Context: an optimization exercise on an open-source flow, tuned for small area. The choices shown serve that exercise and are no tape-out recipe.
Function was checked by simulation only, so behaviour that the tests miss may differ from the original.
Power figures rest on the tool's default switching activity, not on a simulated workload.

Setup of alpha:
Design filter, start of the top module:
module filter (i_clk, i_rst_n, i_data, o_data);
	input i_clk, i_rst_n;
	input  signed [17:0] i_data;
	output reg signed [17:0] o_data;
	reg [3:0] cnt;           
	reg started;             
	reg [197:0] ring;        
	reg [9:0] lo;            
	reg [10:0] hi;            
	reg cy;                  
	reg z;                   
	wire ins = (cnt == 4'd15);
	wire keep = ~ins & started;
	wire [17:0] r10 = ring[197:180];
	wire [17:0] rd0 = ring[35:18];
	wire [17:0] rd1 = ring[107:90];
	wire [17:0] rd2 = ring[161:144];
	reg [2:0] sel_d;
	reg neg_d, sh_d;
	always @(*) begin
		sel_d = 3'd0; neg_d = 1'b0; sh_d = 1'b0;
		case (cnt)
			4'd15: begin sel_d[2] = 1'b1; end
			4'd0: begin sel_d[2] = 1'b1; end
			4'd1: begin sel_d[0] = 1'b1; neg_d = 1'b1; end
			4'd2: begin sel_d[2] = 1'b1; end
			4'd3: begin sel_d[0] = 1'b1; sh_d = 1'b1; end
			4'd4: begin sel_d[0] = 1'b1; end
			4'd5: begin sel_d[1] = 1'b1; neg_d = 1'b1; end
			4'd6: begin sel_d[0] = 1'b1; neg_d = 1'b1; sh_d = 1'b1; end
			4'd7: begin sel_d[2] = 1'b1; neg_d = 1'b1; sh_d = 1'b1; end
			4'd8: begin sel_d[1] = 1'b1; end
			4'd9: begin sel_d[2] = 1'b1; neg_d = 1'b1; end
			4'd10: begin sel_d[2] = 1'b1; end
			4'd11: begin sel_d[1] = 1'b1; neg_d = 1'b1; end
			4'd12: begin sel_d[2] = 1'b1; neg_d = 1'b1; end
			4'd13: begin sel_d[1] = 1'b1; sh_d = 1'b1; end
			default: ;
		endcase
	end
	wire [2:0] sel = sel_d;
	wire neg = neg_d;
	wire sh = sh_d;
	wire [17:0] word = ({18{sel[0]}} & rd0) | ({18{sel[1]}} & rd1) | ({18{sel[2]}} & rd2);
	wire [17:0] tw = word ^ {18{neg}};    
	wire ld = ins;
	wire hs = ~ins & sh;
	wire hp = ~ins & ~sh;
  ...
export LEC_CHECK = 0
export CAP_MARGIN = 20
export CORE_MARGIN = 2
export CORE_UTILIZATION = 40
export CTS_CLUSTER_DIAMETER = 60
export CTS_CLUSTER_SIZE = 30
export SLEW_MARGIN = 20
create_clock -name core_clock -period 6.0 [get_ports {i_clk}]
standard.sh (not shown) runs the stock make flow with config.mk's settings and CLKGATE_MAP_FILE= SYNTH_SCRIPT=/design/flow/synth_recipe.tcl, a recipe that flattens the netlist after the stock synthesis.
==> flow/flow/run.sh <==
#!/bin/bash
# Own layout flow: the standard flow (standard synthesis unchanged), with
#  - the smallest buffer (buf_1) on the ports instead of the default choice,
#  - clock tree of clkbuf_8 with sink clusters sized for this design, without dummy loads,
# The make output goes to standard.log in this folder; ORFS's own per-step
# logs are under orfs/logs.
set -euo pipefail
bash standard.sh \
  "BUFFER_PORTS_ARGS=-buffer_cell sky130_fd_sc_hd__buf_1" \
  "CTS_ARGS=-sink_clustering_enable -repair_clock_nets -dont_use_dummy_load -buf_list sky130_fd_sc_hd__clkbuf_8 -sink_clustering_size 20 -sink_clustering_max_diameter 60" \
  finish > standard.log 2>&1
alpha completed end to end with timing, DRC and antenna clean.
For beta, these inputs were changed with respect to alpha:
Settings: CORE_UTILIZATION: 40 -> 60; PLACE_DENSITY: unset -> 0.7; CTS_CLUSTER_SIZE: 30 -> 20.
[summary]
Relative contribution of the clock network to total power for beta: 0.3 points down relative to alpha. Cell count delta for beta relative to alpha: 9.9% lower. The maximum frequency of beta was superior to that of alpha. Of beta and alpha, the run reporting the higher via count was alpha.
Input-level comparison between gamma and beta:
Settings: PLACE_DENSITY no longer set, was 0.7; CTS_CLUSTER_SIZE now 30, was 20; CORE_UTILIZATION now 40, was 60.
--- a/flow/flow/run.sh
+++ b/flow/flow/run.sh
@@ -4,0 +5,2 @@
+#  - power recovery (downsizing of cells off the critical paths) after global
+#    routing.
@@ -10,0 +13 @@
+  "RECOVER_POWER=100" \
Findings:
- Cmp gamma and beta / via count / lower: beta
- met1 wire length in gamma is 160 microns higher than in beta
- Of the two candidates, beta has the better total power consumption of the routed design and gamma the worse one.
- Wire: gamma routes more than beta
- Side by side, arrival time reported for the critical path endpoint turned out higher in gamma than in beta.
- As far as adder and majority gate portion of the synthesized area goes, beta and gamma are indistinguishable; the numbers are identical.
- Taking beta as the reference, in gamma leakage power total neither gained nor lost much; global routing usage summed across all routing layers lost 4.8 points; final area picked up an extra about 1.2%; HPWL after detailed placement picked up an extra 610 microns.
## Diff of input files: delta against gamma
Settings: CORE_UTILIZATION: 40 -> 70; PLACE_DENSITY: unset -> 0.8; CTS_CLUSTER_SIZE: 30 -> 20.
--- a/flow/flow/run.sh
+++ b/flow/flow/run.sh
@@ -5,2 +4,0 @@
-#  - power recovery (downsizing of cells off the critical paths) after global
-#    routing.
@@ -13 +10,0 @@
-  "RECOVER_POWER=100" \
Findings:
- Per the comparison of delta with gamma, global-route usage increased by 8.4 points relative to the old numbers, sequential cell count closely matched the old numbers, number of design-rule violations left by the first detailed-router iteration decreased by about 11% relative to the old numbers, die height decreased by 24% relative to the old numbers.
diff inputs: delta => epsilon
Settings: putting GPL_TIMING_DRIVEN at 0 where nothing was set; swapping 0.8 for 0.7 in PLACE_DENSITY; swapping 70 for 60 in CORE_UTILIZATION.
[summary]
Having completed the whole flow, epsilon delivered a layout that passed the timing, design-rule and antenna checks. In the final design statistics, epsilon uses more standard cells in total than delta. From delta to epsilon the numbers moved as follows: area growth from synthesis to final layout moved up; post-route minimum period increased by 41 ps relative to the old numbers; final weighted congestion in routability-driven placement climbed 4.6%. Comparing delta and epsilon, the lower share of the cycle needed by the critical path after routing is on delta. Synthesized-area fraction occupied by ao, oa, aoi and oai cells of delta is on par with epsilon. Area of placed instances: epsilon higher than delta. NOTE design area delta->epsilon increased by a few percent. Comparing the two runs side by side, epsilon comes out behind delta on total via count after detailed routing. Fraction of power spent switching nets | epsilon above delta. Total power consumption of the routed design: epsilon vs delta up about 0.4%.

## static timing again, ports no longer ideal
How much do the figures lean on ideal ports? The routed layouts below were timed once more, with nothing changed but the port constraints. Step 1, drivers: a clkbuf_16 drives i_clk and a buf_2 each remaining input, both assumed. Step 2, shift: input delay + t, output delay - t, t = (earliest + latest rising clock arrival at the registers) / 2. This alone moves slack from input paths to output paths. a / b / c = ideal ports / drivers / drivers and shift; a / b = the first two.
run	shift t [ns]	slack for setup (ns)	worst data-port slew with drivers (ns)
alpha	0.510	0.191 / 0.191 / 0.191	0.04
beta	0.516	0.224 / 0.224 / 0.224	0.04
gamma	0.510	0.191 / 0.191 / 0.191	0.04
delta	0.502	0.100 / 0.100 / 0.100	0.03
epsilon	0.502	0.058 / 0.058 / 0.058	0.03
After both steps setup and hold are still met in every run listed.
